Context: an optimization exercise on an open-source flow, tuned for small area. The choices shown serve that exercise and are no tape-out recipe. RTL that was checked went through simulation tests only; none was proved equivalent to the original.

==> build 38: inputs <==
Design top_module, start of the top module:
module top_module(
    input wire ck_rst
    , input wire CLK100MHZ
	, output wire out_sig
    );
==> module wave_generator, before the edit <==
module wave_generator(
    output reg [9:0] out_wave
    , input wire reset
    , input wire clk
    );
    parameter max_tap = 10'd1023;
	parameter count_of_1sec = 10000000; 
	parameter count_limit_of_tapup = count_of_1sec/max_tap;
	reg [27:0]counter_tapup; 
    always @ (posedge clk) begin
		if(reset == 0) begin
			out_wave <= 0;
			counter_tapup <= 28'b0;
		end else begin
			if(out_wave == max_tap) begin
			end else begin
				if(counter_tapup == count_limit_of_tapup) begin
					counter_tapup <= 28'b0;
					out_wave <= out_wave + 10'b1;
				end else begin
					counter_tapup <= counter_tapup + 28'b1;
				end
			end
		end
	end
endmodule
==> module delta_sigma_modulation, before the edit <==
module delta_sigma_modulation(
    input wire [9:0] input_sig
    , input wire reset
    , input wire clk
	, output reg out_sig
    );
    parameter max_tap = 11'd1023;
	parameter tap_threash = 511; 
	parameter clk_div = 100; 
	parameter STATE_UPDATE_Y_CURRENT = 2'd0;
	parameter STATE_UPDATE_PDM_OUT = 2'd1;
	parameter STATE_UPDATE_OUT_SIG = 2'd2;
	parameter STATE_UPDATE_OTHER = 2'd3;
	reg [27:0]counter_tapup; 
	reg signed [11:0] y_current;
	reg signed [11:0] y_previous;
	reg signed [11:0] pdm_out_current;
	reg signed [11:0] pdm_out_previous;
	reg [1:0] state;
	reg signed [11:0] input_sig_buf;
	always @ (posedge clk) begin
		if(reset == 0) begin
			input_sig_buf <= 0;
		end else begin
			input_sig_buf <= input_sig[9:0];
		end
	end
    always @ (posedge clk) begin
		if(reset == 0) begin
			out_sig <= 0;
			counter_tapup <= 28'b0;
			y_current <= 12'b0;
			y_previous <= 12'b0;
			pdm_out_current <= 12'b0;
			pdm_out_previous <= 12'b0;
			state <= STATE_UPDATE_Y_CURRENT;
		end else begin
			if(counter_tapup == clk_div) begin
				if(state == STATE_UPDATE_Y_CURRENT) begin
					y_current <= input_sig_buf  - pdm_out_previous + y_previous ;
					state <= STATE_UPDATE_PDM_OUT;
				end else if(state == STATE_UPDATE_PDM_OUT) begin
					if(y_current > tap_threash) begin
						pdm_out_current <= max_tap;
					end else begin
						pdm_out_current <= 12'b0;
					end
					state <= STATE_UPDATE_OUT_SIG;
				end else if(state == STATE_UPDATE_OUT_SIG) begin
					if(pdm_out_current == max_tap) begin
						out_sig <= 1'b1;
					end else begin
						out_sig <= 1'b0;
					end
					state <= STATE_UPDATE_OTHER;
				end else if(state == STATE_UPDATE_OTHER) begin
					y_previous <= y_current;
					pdm_out_previous <= pdm_out_current;
					counter_tapup <= 28'b0;
					state <= STATE_UPDATE_Y_CURRENT;
				end
			end else begin
				counter_tapup <= counter_tapup + 28'b1;
			end
		end
	end
endmodule
==> module top_module, before the edit <==
module top_module(
    input wire ck_rst
    , input wire CLK100MHZ
	, output wire out_sig
    );
	wire [9:0] wave_signal;
	wave_generator wave_generator(.out_wave(wave_signal)
								, .reset(ck_rst)
								, .clk(CLK100MHZ));
	delta_sigma_modulation delta_sigma_modulation(.input_sig(wave_signal)
												, .reset(ck_rst)
												, .clk(CLK100MHZ)
												, .out_sig(out_sig));		
endmodule
==> flow/config.mk <==
export PLATFORM = sky130hd
export DESIGN_NAME = top_module
export DESIGN_NICKNAME = top_module
export VERILOG_FILES = /design/flow/design.v
export SDC_FILE = /design/flow/constraint.sdc
export NUM_CORES = 4
export LEC_CHECK = 0
export CAP_MARGIN = 20
export CORE_MARGIN = 2
export CORE_UTILIZATION = 40
export SLEW_MARGIN = 20
==> flow/constraint.sdc <==
create_clock -name core_clock -period 10.0 [get_ports {CLK100MHZ}]
set_input_delay 2.0000 -clock core_clock [delete_from_list [all_inputs] [get_ports {CLK100MHZ}]]
set_output_delay 2.0000 -clock core_clock [all_outputs]
set_load 0.01 [all_outputs]
run.sh (not shown) runs the stock make flow with config.mk's settings and CLKGATE_MAP_FILE= SYNTH_SCRIPT=/design/flow/synth_recipe.tcl, a recipe that flattens the netlist after the stock synthesis.
==> trial 81: changes against build 38 <==
==> flow/design.v (replaced) <==
`timescale 1ns / 1ps
module top_module(
    input wire ck_rst
    , input wire CLK100MHZ
	, output reg out_sig
    );
	wire rst = ~ck_rst;
	genvar i;
	reg [6:0] pt;
	wire [6:0] s = pt ^ 7'b1010101;
	wire ev = (s[5:0] == 6'b110010);    
	wire fb = s[6] ^ s[0] ^ ev;
	always @(posedge CLK100MHZ) begin
		if (rst)
			pt <= 7'b1001010 ^ 7'b1010101;
		else
			pt <= {s[5:0], fb} ^ 7'b1010101;
	end
	reg [6:0] fcnt;
	wire [7:0] fc;
	wire [6:0] fs;
	assign fc[0] = ev;
	generate for (i = 0; i < 7; i = i + 1) begin : g_f
		assign fs[i] = fcnt[i] ^ fc[i];
		assign fc[i+1] = fcnt[i] & fc[i];
	end endgenerate
	wire fwrap = fc[7];
	reg [9:0] x;
	wire sat = &x;
	wire [10:0] xc;
	wire [9:0] xs;
	assign xc[0] = fwrap & ~sat;
	generate for (i = 0; i < 10; i = i + 1) begin : g_x
		assign xs[i] = x[i] ^ xc[i];
		assign xc[i+1] = x[i] & xc[i];
	end endgenerate
	reg [9:0] acc;
	wire [10:0] ac;
	wire [9:0] as;
	wire [9:0] g = x & {10{ev}};
	assign ac[0] = out_sig & ev;
	generate for (i = 0; i < 10; i = i + 1) begin : g_a
		assign as[i] = acc[i] ^ g[i] ^ ac[i];
		assign ac[i+1] = (acc[i] & g[i]) | (acc[i] & ac[i]) | (g[i] & ac[i]);
	end endgenerate
	always @(posedge CLK100MHZ) begin
		fcnt <= (fs & ~{7{rst}}) | ({7{rst | fwrap}} & 7'd34);
		x <= xs & ~{10{rst}};
		acc <= (as & ~{10{rst}}) | {rst, 9'd0};
		out_sig <= ~rst & (ev ? ac[10] : out_sig);
	end
endmodule
==> results.txt <==
Against trial 81, the global-route usage of build 38 is higher by 3.2 points.
In trial 81 the cell area is smaller than in build 38, by 71%.
In trial 81 the fmax is smaller than in build 38, by about 33%.
In build 38 the count of clock-buffer cells in the layout is higher than in trial 81, by 7.
The RTL of trial 81 was laid out without a check of its function.

## separate check: timing with driven ports
How much do the figures lean on ideal ports? The routed layouts below were timed once more, with nothing changed but the port constraints.
Step 1, drivers: a clkbuf_16 drives CLK100MHZ and a buf_2 each remaining input, both assumed.
Step 2 also shifts input and output timing later by t, the mid clock arrival at the registers, as if the neighbouring blocks saw the same clock.
Three values: ideal, step 1, step 2; two values: the first two.
run | t (ns) | slack for setup (ns) | worst setup path after step 2 | worst data-port slew with drivers (ns)
build 38 | 0.381 | 6.130 / 6.144 / 5.763 | input to register | 0.03
trial 81 | 0.305 | 4.256 / 4.256 / 4.256 | register to register | 0.03
After both steps setup and hold are still met in every run listed. The setup slack of build 38, which loses most, moves by +0.014 ns with the drivers and by -0.367 ns with both steps.
